This design comes from an exercise in tuning for small area on the open sky130 flow, not from production work. At most, simulation tests tie the RTL to the original design; equivalence was not proved. Power figures rest on the tool's default switching activity, not on a simulated workload.

==> job 1813 <==
==> flow/design.v <==
`timescale 1ns / 10ps
module PCC_4op
#(
parameter	LOCAL_Y	=	4'b0010,
parameter	LOCAL_X	=	4'b0001,
parameter	DATAW		=	66,
parameter	PORTS		=	4,
parameter   OUT_PORTS	=	4,
parameter	CONNECTIONW	=	16,
parameter	ADDRYX		=	8,
parameter	FWCTRLW		=	1,
parameter	BWCTRLW		=	3
)
(
input				clk,
input				reset,
input	[DATAW-1:0]	PCC_ip_data_i0,		PCC_ip_data_i1,		PCC_ip_data_i2,		PCC_ip_data_i3,	 
input				PCC_ip_stb_i0,		PCC_ip_stb_i1,		PCC_ip_stb_i2,		PCC_ip_stb_i3,	
input				PCC_ip_fwd_i0,		PCC_ip_fwd_i1,		PCC_ip_fwd_i2,		PCC_ip_fwd_i3,	    	
input				PCC_op_fail_i0,		PCC_op_fail_i1,		PCC_op_fail_i2,		PCC_op_fail_i3,	
input				PCC_op_pack_i0,		PCC_op_pack_i1,		PCC_op_pack_i2,		PCC_op_pack_i3,	
input				PCC_op_suspend_i0,	PCC_op_suspend_i1,	PCC_op_suspend_i2,	PCC_op_suspend_i3,	
input				PCC_op_cancel_i0,	PCC_op_cancel_i1,	PCC_op_cancel_i2,	PCC_op_cancel_i3,	
output	[DATAW-1:0]	PCC_op_data_o0,		PCC_op_data_o1,		PCC_op_data_o2,		PCC_op_data_o3,	
output				PCC_op_stb_o0,		PCC_op_stb_o1,		PCC_op_stb_o2,		PCC_op_stb_o3,	
output				PCC_op_fwd_o0,		PCC_op_fwd_o1,		PCC_op_fwd_o2,		PCC_op_fwd_o3,	
output				PCC_ip_fail_o0,		PCC_ip_fail_o1,		PCC_ip_fail_o2,		PCC_ip_fail_o3,	 
output				PCC_ip_pack_o0,		PCC_ip_pack_o1,		PCC_ip_pack_o2,		PCC_ip_pack_o3,	
output				PCC_ip_suspend_o0,	PCC_ip_suspend_o1,	PCC_ip_suspend_o2,	PCC_ip_suspend_o3,	
output				PCC_ip_cancel_o0,	PCC_ip_cancel_o1,	PCC_ip_cancel_o2,	PCC_ip_cancel_o3
);
localparam [2:0] S_IDLE = 3'b000, S_PRE  = 3'b001, S_LOCK = 3'b010,
                 S_FALL = 3'b011, S_REQ1 = 3'b100, S_REQ2 = 3'b101;
wire nr = ~reset;
wire [DATAW-1:0] din [0:3];
assign din[0] = PCC_ip_data_i0;
assign din[1] = PCC_ip_data_i1;
assign din[2] = PCC_ip_data_i2;
assign din[3] = PCC_ip_data_i3;
wire [3:0] stb_i   = {PCC_ip_stb_i3, PCC_ip_stb_i2, PCC_ip_stb_i1, PCC_ip_stb_i0};
wire [3:0] fwd_i   = {PCC_ip_fwd_i3, PCC_ip_fwd_i2, PCC_ip_fwd_i1, PCC_ip_fwd_i0};
wire [3:0] ofail_i = {PCC_op_fail_i3, PCC_op_fail_i2, PCC_op_fail_i1, PCC_op_fail_i0};
wire [3:0] opack_i = {PCC_op_pack_i3, PCC_op_pack_i2, PCC_op_pack_i1, PCC_op_pack_i0};
wire [3:0] osusp_i = {PCC_op_suspend_i3, PCC_op_suspend_i2, PCC_op_suspend_i1, PCC_op_suspend_i0};
wire [3:0] ocanc_i = {PCC_op_cancel_i3, PCC_op_cancel_i2, PCC_op_cancel_i1, PCC_op_cancel_i0};
reg  [15:0] conn;
reg  [4*DATAW-1:0] odata;
reg  [3:0]  ostb, ofwd, ofail, ocanc, osusp, opack;
reg  [3:0]  ipack, isusp, icanc, ifail, iskip;
reg  [11:0] ics;
reg  [3:0]  ax_eq, ax_off;           
reg  [3:0]  ay_loc, ay_cw;           
reg  [3:0]  sel_d1, sel_d2;          
reg         chg;                     
reg  [3:0]  dest_r;
reg         dir_a, dir_b, dir_c, ybr;
wire [15:0] cs_ = conn & {16{nr}};
wire [3:0] occ = {|cs_[15:12], |cs_[11:8], |cs_[7:4], |cs_[3:0]};
wire [3:0] bw_pack, bw_susp, bw_canc;
genvar j, k;
generate
for (j = 0; j < 4; j = j + 1) begin : g_out
    wire [DATAW-1:0] xd = ({DATAW{cs_[4*j  ]}} & din[0]) | ({DATAW{cs_[4*j+1]}} & din[1])
                        | ({DATAW{cs_[4*j+2]}} & din[2]) | ({DATAW{cs_[4*j+3]}} & din[3]);
    always @(posedge clk) begin
        odata[DATAW*j+:DATAW] <= xd;
        ofwd[j]  <= |(cs_[4*j+:4] & fwd_i);
        ostb[j]  <= occ[j];
        ofail[j] <= ofail_i[j];
        opack[j] <= opack_i[j];
        osusp[j] <= osusp_i[j];
        ocanc[j] <= ocanc_i[j] & ~xd[DATAW-1] & xd[DATAW-2];
    end
end
for (k = 0; k < 4; k = k + 1) begin : g_bw
    wire [3:0] col = {cs_[12+k], cs_[8+k], cs_[4+k], cs_[k]};
    assign bw_pack[k] = |(col & opack);
    assign bw_susp[k] = |(col & osusp);
    assign bw_canc[k] = |(col & ocanc);
end
endgenerate
wire [3:0] ireq = {ics[11], ics[8], ics[5], ics[2]};
wire [3:0] sel = ireq[0] ? 4'b0001 : ireq[3] ? 4'b1000 :
                 ireq[1] ? 4'b0010 : ireq[2] ? 4'b0100 : 4'b0000;
wire any_sel = |ireq;
wire s_xeq  = |(sel & ax_eq);
wire s_xoff = |(sel & ax_off);
wire s_yloc = |(sel & ay_loc);
wire s_ycw  = |(sel & ay_cw);
always @(posedge clk) begin
    sel_d1 <= sel & {4{nr}};
    sel_d2 <= sel_d1 & {4{nr}};
    chg    <= nr & (sel_d1 != sel_d2);
    dest_r <= {any_sel & dir_b, any_sel & dir_c, any_sel & dir_a, s_xeq & s_yloc};
    if (reset) begin
        dir_a <= 1'b0; dir_b <= 1'b0; dir_c <= 1'b0; ybr <= 1'b0;
    end else if (s_xeq) begin
        if (sel[1] || ((sel[0] || sel[3]) && s_ycw)) begin
            dir_c <= 1'b1; dir_a <= 1'b0; dir_b <= 1'b0;
        end else begin
            dir_c <= 1'b0; dir_a <= 1'b1; dir_b <= 1'b0;
        end
    end else if (s_xoff) begin
        dir_b <= ybr; dir_a <= ~ybr; dir_c <= 1'b0; ybr <= 1'b1;
    end
end
wire [3:0] src = sel_d2;
wire [3:0] freed = dest_r & ~occ;
wire anyfree = |freed;
wire [3:0] first = {freed[3] & ~|freed[2:0], freed[2] & ~|freed[1:0], freed[1] & ~freed[0], freed[0]};
wire [3:0] grant = (chg & anyfree) ? src : 4'b0;
wire [3:0] deny  = ((chg & ~anyfree) ? src : 4'b0)
                 | (ofail[0] ? cs_[3:0]   : 4'b0) | (ofail[1] ? cs_[7:4]   : 4'b0)
                 | (ofail[2] ? cs_[11:8]  : 4'b0) | (ofail[3] ? cs_[15:12] : 4'b0);
generate
for (j = 0; j < 4; j = j + 1) begin : g_conn_j
    for (k = 0; k < 4; k = k + 1) begin : g_conn_k
        always @(posedge clk)
            conn[4*j+k] <= nr & stb_i[k] &
                ((conn[4*j+k] & ~(ocanc[j] | ofail[j])) | (chg & src[k] & first[j]));
    end
end
endgenerate
function [1:0] xcls;    
    input [3:0] x;
    xcls = {x != LOCAL_X && x != 4'd0, x == LOCAL_X};
endfunction
function [15:0] cw_table;
    input dummy;
    integer i;
    reg [3:0] d;
    begin
        for (i = 0; i < 16; i = i + 1) begin
            d = i - LOCAL_Y;
            cw_table[i] = (LOCAL_X == 4'd1 && d <= 4'd8 && d != 4'd0) ||
                          (LOCAL_X == 4'd2 && d <= 4'd4 && d != 4'd0);
        end
    end
endfunction
localparam [15:0] CW_TAB = cw_table(1'b0);
function [1:0] ycls;    
    input [3:0] y;
    ycls = {CW_TAB[y], y == LOCAL_Y};
endfunction
generate
for (k = 0; k < 4; k = k + 1) begin : g_in
    wire [DATAW-1:0] d = din[k];
    wire stb = stb_i[k];
    wire [2:0] cs = ics[3*k+:3];
    wire mc2 = d[DATAW-3];
    wire check_pot = d[DATAW-1:DATAW-2] == 2'b10 &&
        ((mc2 && d[11:8] == LOCAL_Y && |d[15:12]) ||
         (!mc2 && d[11:8] == LOCAL_X && d[15:12] == LOCAL_Y && |d[23:16]));
    reg [2:0] ns;
    always @(*) begin
        case (cs)
        S_IDLE: ns = (stb && d[DATAW-1]) ? S_REQ1 : S_IDLE;
        S_REQ1: ns = !stb ? S_IDLE : deny[k] ? S_FALL : grant[k] ? S_PRE : S_REQ1;
        S_REQ2: ns = !stb ? S_IDLE : deny[k] ? S_FALL : grant[k] ? S_PRE : S_REQ2;
        S_PRE:  ns = !stb ? S_IDLE : deny[k] ? S_FALL :
                     !bw_pack[k] ? S_PRE : (!check_pot || iskip[k]) ? S_LOCK : S_REQ2;
        S_LOCK: ns = !stb ? S_IDLE : deny[k] ? S_FALL : bw_canc[k] ? S_IDLE : S_LOCK;
        S_FALL: ns = !stb ? S_IDLE : S_FALL;
        default: ns = S_IDLE;
        endcase
    end
    wire ld1 = ns == S_REQ1;
    wire ld2 = ns == S_REQ2;
    wire [1:0] xc = ld1 ? xcls(d[11:8]) : xcls(d[19:16]);
    wire [1:0] yc = !mc2 ? (ld2 ? ycls(d[23:20]) : ycls(d[15:12]))
                         : (ld2 ? ycls(d[15:12]) : ycls(d[11:8]));
    always @(posedge clk) begin
        ics[3*k+:3] <= reset ? S_IDLE : ns;
        ifail[k] <= nr & (cs != S_FALL) & (ns == S_FALL);
        iskip[k] <= nr & stb & (ld2 | iskip[k]);
        ipack[k] <= bw_pack[k];
        isusp[k] <= bw_susp[k];
        icanc[k] <= bw_canc[k];
        if (!nr || !(ld1 || ld2)) begin
            ax_eq[k] <= 1'b0; ax_off[k] <= 1'b0;
        end else if (!mc2) begin
            ax_eq[k] <= xc[0]; ax_off[k] <= xc[1];
        end
        ay_loc[k] <= yc[0];
        ay_cw[k]  <= yc[1];
    end
end
endgenerate
assign PCC_op_data_o0 = odata[DATAW*0+:DATAW];
assign PCC_op_data_o1 = odata[DATAW*1+:DATAW];
assign PCC_op_data_o2 = odata[DATAW*2+:DATAW];
assign PCC_op_data_o3 = odata[DATAW*3+:DATAW];
assign {PCC_op_stb_o3, PCC_op_stb_o2, PCC_op_stb_o1, PCC_op_stb_o0} = ostb;
assign {PCC_op_fwd_o3, PCC_op_fwd_o2, PCC_op_fwd_o1, PCC_op_fwd_o0} = ofwd;
assign {PCC_ip_fail_o3, PCC_ip_fail_o2, PCC_ip_fail_o1, PCC_ip_fail_o0} = ifail;
assign {PCC_ip_pack_o3, PCC_ip_pack_o2, PCC_ip_pack_o1, PCC_ip_pack_o0} = ipack;
assign {PCC_ip_suspend_o3, PCC_ip_suspend_o2, PCC_ip_suspend_o1, PCC_ip_suspend_o0} = isusp;
assign {PCC_ip_cancel_o3, PCC_ip_cancel_o2, PCC_ip_cancel_o1, PCC_ip_cancel_o0} = icanc;
endmodule
==> flow/flow/run.sh <==
#!/bin/bash
# Standard ORFS layout, with the smallest buffer for the port buffers and
# a coarser clock tree without dummy loads.
set -euo pipefail
bash standard.sh \
  "BUFFER_PORTS_ARGS=-buffer_cell sky130_fd_sc_hd__buf_1" \
  "CTS_ARGS=-sink_clustering_enable -repair_clock_nets -dont_use_dummy_load -sink_clustering_size 26 -sink_clustering_max_diameter 80 -buf_list {sky130_fd_sc_hd__clkbuf_16}" \
  finish > flow_make.log 2>&1
==> flow/standard.sh <==
#!/bin/bash
# synth_recipe.tcl (not shown) runs the flow's synth.tcl, then flattens the netlist and writes it again
# the make line also repeats each setting of config.mk as NAME=value (left out here)
make -C /OpenROAD-flow-scripts/flow DESIGN_CONFIG=/design/flow/config.mk WORK_HOME=/design/flow/orfs CLKGATE_MAP_FILE= SYNTH_SCRIPT=/design/flow/synth_recipe.tcl "${@:-finish}"
==> flow/config.mk <==
export PLATFORM = sky130hd
export DESIGN_NAME = PCC_4op
export DESIGN_NICKNAME = PCC_4op
export VERILOG_FILES = /design/flow/design.v
export SDC_FILE = /design/flow/constraint.sdc
export NUM_CORES = 4
export LEC_CHECK = 0
export CAP_MARGIN = 0
export CORE_MARGIN = 2
export CORE_UTILIZATION = 40
export SLEW_MARGIN = 0
==> flow/constraint.sdc <==
create_clock -name core_clock -period 4.0 [get_ports {clk}]
set_input_delay 0.8000 -clock core_clock [delete_from_list [all_inputs] [get_ports {clk}]]
set_output_delay 0.8000 -clock core_clock [all_outputs]
set_load 0.01 [all_outputs]
==> job 7442 (differences from job 1813) <==
==> flow/design.v, changed modules only <==
module PCC_4op
#(
parameter	LOCAL_Y	=	4'b0010,
parameter	LOCAL_X	=	4'b0001,
parameter	DATAW		=	66,
parameter	PORTS		=	4,
parameter   OUT_PORTS	=	4,
parameter	CONNECTIONW	=	16,
parameter	ADDRYX		=	8,
parameter	FWCTRLW		=	1,
parameter	BWCTRLW		=	3
)
(
input				clk,
input				reset,
input	[DATAW-1:0]	PCC_ip_data_i0,		PCC_ip_data_i1,		PCC_ip_data_i2,		PCC_ip_data_i3,	 
input				PCC_ip_stb_i0,		PCC_ip_stb_i1,		PCC_ip_stb_i2,		PCC_ip_stb_i3,	
input				PCC_ip_fwd_i0,		PCC_ip_fwd_i1,		PCC_ip_fwd_i2,		PCC_ip_fwd_i3,	    	
input				PCC_op_fail_i0,		PCC_op_fail_i1,		PCC_op_fail_i2,		PCC_op_fail_i3,	
input				PCC_op_pack_i0,		PCC_op_pack_i1,		PCC_op_pack_i2,		PCC_op_pack_i3,	
input				PCC_op_suspend_i0,	PCC_op_suspend_i1,	PCC_op_suspend_i2,	PCC_op_suspend_i3,	
input				PCC_op_cancel_i0,	PCC_op_cancel_i1,	PCC_op_cancel_i2,	PCC_op_cancel_i3,	
output	[DATAW-1:0]	PCC_op_data_o0,		PCC_op_data_o1,		PCC_op_data_o2,		PCC_op_data_o3,	
output				PCC_op_stb_o0,		PCC_op_stb_o1,		PCC_op_stb_o2,		PCC_op_stb_o3,	
output				PCC_op_fwd_o0,		PCC_op_fwd_o1,		PCC_op_fwd_o2,		PCC_op_fwd_o3,	
output				PCC_ip_fail_o0,		PCC_ip_fail_o1,		PCC_ip_fail_o2,		PCC_ip_fail_o3,	 
output				PCC_ip_pack_o0,		PCC_ip_pack_o1,		PCC_ip_pack_o2,		PCC_ip_pack_o3,	
output				PCC_ip_suspend_o0,	PCC_ip_suspend_o1,	PCC_ip_suspend_o2,	PCC_ip_suspend_o3,	
output				PCC_ip_cancel_o0,	PCC_ip_cancel_o1,	PCC_ip_cancel_o2,	PCC_ip_cancel_o3
);
localparam [2:0] S_IDLE = 3'd0, S_REQ1 = 3'd1, S_REQ2 = 3'd2,
                 S_PRE  = 3'd3, S_LOCK = 3'd4, S_FALL = 3'd5;
wire nr = ~reset;
wire [DATAW-1:0] din [0:3];
assign din[0] = PCC_ip_data_i0;
assign din[1] = PCC_ip_data_i1;
assign din[2] = PCC_ip_data_i2;
assign din[3] = PCC_ip_data_i3;
wire [3:0] stb_i   = {PCC_ip_stb_i3, PCC_ip_stb_i2, PCC_ip_stb_i1, PCC_ip_stb_i0};
wire [3:0] fwd_i   = {PCC_ip_fwd_i3, PCC_ip_fwd_i2, PCC_ip_fwd_i1, PCC_ip_fwd_i0};
wire [3:0] ofail_i = {PCC_op_fail_i3, PCC_op_fail_i2, PCC_op_fail_i1, PCC_op_fail_i0};
wire [3:0] opack_i = {PCC_op_pack_i3, PCC_op_pack_i2, PCC_op_pack_i1, PCC_op_pack_i0};
wire [3:0] osusp_i = {PCC_op_suspend_i3, PCC_op_suspend_i2, PCC_op_suspend_i1, PCC_op_suspend_i0};
wire [3:0] ocanc_i = {PCC_op_cancel_i3, PCC_op_cancel_i2, PCC_op_cancel_i1, PCC_op_cancel_i0};
reg  [15:0] conn;
reg  [4*DATAW-1:0] odata;
reg  [3:0]  ostb, ofwd, ofail, ocanc, osusp, opack;
reg  [3:0]  ipack, isusp, icanc, ifail, ireq, iskip;
reg  [11:0] ics;
reg  [3:0]  ax_eq, ax_off;           
reg  [3:0]  ay_loc, ay_cw;           
reg  [3:0]  sel_d1, sel_d2;          
reg         chg;                     
reg  [3:0]  dest_r;
reg         dir_a, dir_b, dir_c, ybr;
wire [3:0] occ = {|conn[15:12], |conn[11:8], |conn[7:4], |conn[3:0]};
wire [15:0] csel = conn & {16{nr}};
wire [DATAW-1:0] xd [0:3];
wire [3:0] xfwd;
wire [3:0] bw_pack, bw_susp, bw_canc;
genvar j, k;
generate
for (j = 0; j < 4; j = j + 1) begin : g_out
    assign xd[j] = ({DATAW{conn[4*j  ]}} & din[0]) | ({DATAW{conn[4*j+1]}} & din[1])
                 | ({DATAW{conn[4*j+2]}} & din[2]) | ({DATAW{conn[4*j+3]}} & din[3]);
    assign xfwd[j] = |(conn[4*j+:4] & fwd_i);
    always @(posedge clk) begin
        odata[DATAW*j+:DATAW] <= ({DATAW{csel[4*j  ]}} & din[0]) | ({DATAW{csel[4*j+1]}} & din[1])
                  | ({DATAW{csel[4*j+2]}} & din[2]) | ({DATAW{csel[4*j+3]}} & din[3]);
        ofwd[j]  <= nr & xfwd[j];
        ostb[j]  <= nr & occ[j];
        ofail[j] <= nr & ofail_i[j];
        opack[j] <= nr & opack_i[j];
        osusp[j] <= nr & osusp_i[j];
        ocanc[j] <= nr & ocanc_i[j] & ~xd[j][DATAW-1] & xd[j][DATAW-2];
    end
end
for (k = 0; k < 4; k = k + 1) begin : g_bw
    wire [3:0] col = {conn[12+k], conn[8+k], conn[4+k], conn[k]};
    assign bw_pack[k] = |(col & opack);
    assign bw_susp[k] = |(col & osusp);
    assign bw_canc[k] = |(col & ocanc);
end
endgenerate
wire [3:0] sel = ireq[0] ? 4'b0001 : ireq[3] ? 4'b1000 :
                 ireq[1] ? 4'b0010 : ireq[2] ? 4'b0100 : 4'b0000;
wire any_sel = |ireq;
wire s_xeq  = |(sel & ax_eq);
wire s_xoff = |(sel & ax_off);
wire s_yloc = |(sel & ay_loc);
wire s_ycw  = |(sel & ay_cw);
always @(posedge clk) begin
    sel_d1 <= sel & {4{nr}};
    sel_d2 <= sel_d1 & {4{nr}};
    chg    <= nr & (sel_d1 != sel_d2);
    dest_r <= {4{nr}} & {any_sel & dir_b, any_sel & dir_c, any_sel & dir_a, s_xeq & s_yloc};
    if (reset) begin
        dir_a <= 1'b0; dir_b <= 1'b0; dir_c <= 1'b0; ybr <= 1'b0;
    end else if (s_xeq) begin
        if (sel[1] || ((sel[0] || sel[3]) && s_ycw)) begin
            dir_c <= 1'b1; dir_a <= 1'b0; dir_b <= 1'b0;
        end else begin
            dir_c <= 1'b0; dir_a <= 1'b1; dir_b <= 1'b0;
        end
    end else if (s_xoff) begin
        dir_b <= ybr; dir_a <= ~ybr; dir_c <= 1'b0; ybr <= 1'b1;
    end
end
wire [3:0] src = sel_d2;
wire [3:0] freed = dest_r & ~occ;
wire anyfree = |freed;
wire [3:0] first = {freed[3] & ~|freed[2:0], freed[2] & ~|freed[1:0], freed[1] & ~freed[0], freed[0]};
wire [3:0] grant = (chg & anyfree) ? src : 4'b0;
wire [3:0] deny  = ((chg & ~anyfree) ? src : 4'b0)
                 | (ofail[0] ? conn[3:0]   : 4'b0) | (ofail[1] ? conn[7:4]   : 4'b0)
                 | (ofail[2] ? conn[11:8]  : 4'b0) | (ofail[3] ? conn[15:12] : 4'b0);
generate
for (j = 0; j < 4; j = j + 1) begin : g_conn_j
    for (k = 0; k < 4; k = k + 1) begin : g_conn_k
        always @(posedge clk)
            conn[4*j+k] <= nr & stb_i[k] &
                ((conn[4*j+k] & ~(ocanc[j] | ofail[j])) | (chg & src[k] & first[j]));
    end
end
endgenerate
function [1:0] xcls;    
    input [3:0] x;
    xcls = {x != LOCAL_X && x != 4'd0, x == LOCAL_X};
endfunction
function [1:0] ycls;    
    input [3:0] y;
    reg [3:0] d;
    begin
        d = y - LOCAL_Y;
        ycls = {(LOCAL_X == 4'd1 && d <= 4'd8 && d != 4'd0) || (LOCAL_X == 4'd2 && d <= 4'd4 && d != 4'd0),
                y == LOCAL_Y};
    end
endfunction
generate
for (k = 0; k < 4; k = k + 1) begin : g_in
    wire [DATAW-1:0] d = din[k];
    wire stb = stb_i[k];
    wire [2:0] cs = ics[3*k+:3];
    wire mc2 = d[DATAW-3];
    wire check_pot = d[DATAW-1:DATAW-2] == 2'b10 &&
        ((mc2 && d[11:8] == LOCAL_Y && |d[15:12]) ||
         (!mc2 && d[11:8] == LOCAL_X && d[15:12] == LOCAL_Y && |d[23:16]));
    reg [2:0] ns;
    always @(*) begin
        case (cs)
        S_IDLE: ns = (stb && d[DATAW-1]) ? S_REQ1 : S_IDLE;
        S_REQ1: ns = !stb ? S_IDLE : deny[k] ? S_FALL : grant[k] ? S_PRE : S_REQ1;
        S_REQ2: ns = !stb ? S_IDLE : deny[k] ? S_FALL : grant[k] ? S_PRE : S_REQ2;
        S_PRE:  ns = !stb ? S_IDLE : deny[k] ? S_FALL :
                     !bw_pack[k] ? S_PRE : (!check_pot || iskip[k]) ? S_LOCK : S_REQ2;
        S_LOCK: ns = !stb ? S_IDLE : deny[k] ? S_FALL : bw_canc[k] ? S_IDLE : S_LOCK;
        S_FALL: ns = !stb ? S_IDLE : S_FALL;
        default: ns = S_IDLE;
        endcase
    end
    wire ld1 = ns == S_REQ1;
    wire ld2 = ns == S_REQ2;
    wire [1:0] xc = ld1 ? xcls(d[11:8]) : xcls(d[19:16]);
    wire [1:0] yc = !mc2 ? (ld2 ? ycls(d[23:20]) : ycls(d[15:12]))
                         : (ld2 ? ycls(d[15:12]) : ycls(d[11:8]));
    always @(posedge clk) begin
        ics[3*k+:3] <= reset ? S_IDLE : ns;
        ifail[k] <= nr & (cs != S_FALL) & (ns == S_FALL);
        ireq[k]  <= nr & (ld1 | ld2);
        iskip[k] <= nr & stb & (ld2 | iskip[k]);
        ipack[k] <= nr & bw_pack[k];
        isusp[k] <= nr & bw_susp[k];
        icanc[k] <= nr & bw_canc[k];
        if (!nr || !(ld1 || ld2)) begin
            ax_eq[k] <= 1'b0; ax_off[k] <= 1'b0;
        end else if (!mc2) begin
            ax_eq[k] <= xc[0]; ax_off[k] <= xc[1];
        end
        ay_loc[k] <= yc[0];
        ay_cw[k]  <= yc[1];
    end
end
endgenerate
assign PCC_op_data_o0 = odata[DATAW*0+:DATAW];
assign PCC_op_data_o1 = odata[DATAW*1+:DATAW];
assign PCC_op_data_o2 = odata[DATAW*2+:DATAW];
assign PCC_op_data_o3 = odata[DATAW*3+:DATAW];
assign {PCC_op_stb_o3, PCC_op_stb_o2, PCC_op_stb_o1, PCC_op_stb_o0} = ostb;
assign {PCC_op_fwd_o3, PCC_op_fwd_o2, PCC_op_fwd_o1, PCC_op_fwd_o0} = ofwd;
assign {PCC_ip_fail_o3, PCC_ip_fail_o2, PCC_ip_fail_o1, PCC_ip_fail_o0} = ifail;
assign {PCC_ip_pack_o3, PCC_ip_pack_o2, PCC_ip_pack_o1, PCC_ip_pack_o0} = ipack;
assign {PCC_ip_suspend_o3, PCC_ip_suspend_o2, PCC_ip_suspend_o1, PCC_ip_suspend_o0} = isusp;
assign {PCC_ip_cancel_o3, PCC_ip_cancel_o2, PCC_ip_cancel_o1, PCC_ip_cancel_o0} = icanc;
endmodule
==> flow/flow/run.sh (replaced) <==
#!/bin/bash
# Standard ORFS layout, with the smallest buffer for the port buffers and
# smaller clock-tree buffers without dummy loads.
set -euo pipefail
bash standard.sh \
  "BUFFER_PORTS_ARGS=-buffer_cell sky130_fd_sc_hd__buf_1" \
  "CTS_ARGS=-sink_clustering_enable -repair_clock_nets -dont_use_dummy_load -buf_list {sky130_fd_sc_hd__clkbuf_4 sky130_fd_sc_hd__clkbuf_8}" \
  finish > flow_make.log 2>&1
- CAP_MARGIN: 0 -> 20
- SLEW_MARGIN: 0 -> 20
==> run notes <==
quantity                                                                       job 7442                    job 1813
Die ar.                                                                     0.04319 mm²                 0.04139 mm²
Required time at the worst-slack endpoint                                       4500 ps                     4520 ps
Core outline area                                                           0.04092 mm²                 0.03946 mm²
Final design utilization                                                         49.52%                      48.81%
Setup slack, reg-to-reg                                                          950 ps                      990 ps
Floorplan die width                                                            207.8 µm                    203.4 µm
Switching Fraction                                                               25.40%                      24.92%
Routed wirelength normalized by instance count                                 26.99 µm                    27.35 µm
Result of the run                                              timing/DRC/antenna clean    timing/DRC/antenna clean
Vias in the first global route                                                   17.83k                      16.26k
Total sequential power                                                        0.00375 W                   0.00369 W
Via count                                                                        18.41k                      17.66k
Register bit count reported by yosys                                                371                         367
Total Power                                                                  0.007206 W                  0.006524 W
Slack of the critical path                                                     947.3 ps                    987.9 ps
Switching power total                                                        0.001831 W                  0.001626 W
Share of synthesized area occupied by flip-flops and latches                     44.69%                      46.17%
Maximum number of pins on one net before global-route repair                         65                          69
Slew HR                                                                          38.97%                      22.45%
Met2 layer usage reported by global route                                        54.24%                      55.44%
Worst R2R End                                                                  ax_eq[2]                   ay_loc[2]
Fraction of synthesized area in multiplexers                                    0.8508%                      1.085%
Post-route clock period utilization                                              76.32%                      75.30%
Antenna violations before repair                                                      7                          11
Buffer cell driving the clock tree root                       sky130_fd_sc_hd__clkbuf_8  sky130_fd_sc_hd__clkbuf_16
For job 1813, only the layout was checked, not whether the RTL still works.

## separate check: timing with driven ports
In the flow no input, the clock included, has a driving cell. The finished layouts below were timed again as built, in two steps. Step 1, drivers: a clkbuf_16 drives clk and a buf_2 each remaining input, both assumed. Step 2 moves the port delays by t, midway between the first and last clock arrival at a register: inputs arrive t later, outputs are due t later. That takes back most of the time a late clock gives input paths. Slacks: ideal / step 1 / step 2; pairs: ideal / step 1.
run	t, ns	slack for setup (ns)	hold WS [ns]
job 1813	0.631	0.988 / 0.988 / 0.510	0.311 / 0.275 / 0.456
job 7442	0.642	0.947 / 0.947 / 0.447	0.402 / 0.372 / 0.450
After both steps every run listed still meets setup and hold. The setup slack of job 7442, which loses most, moves by 0.000 ns with the drivers and by -0.500 ns with both steps.
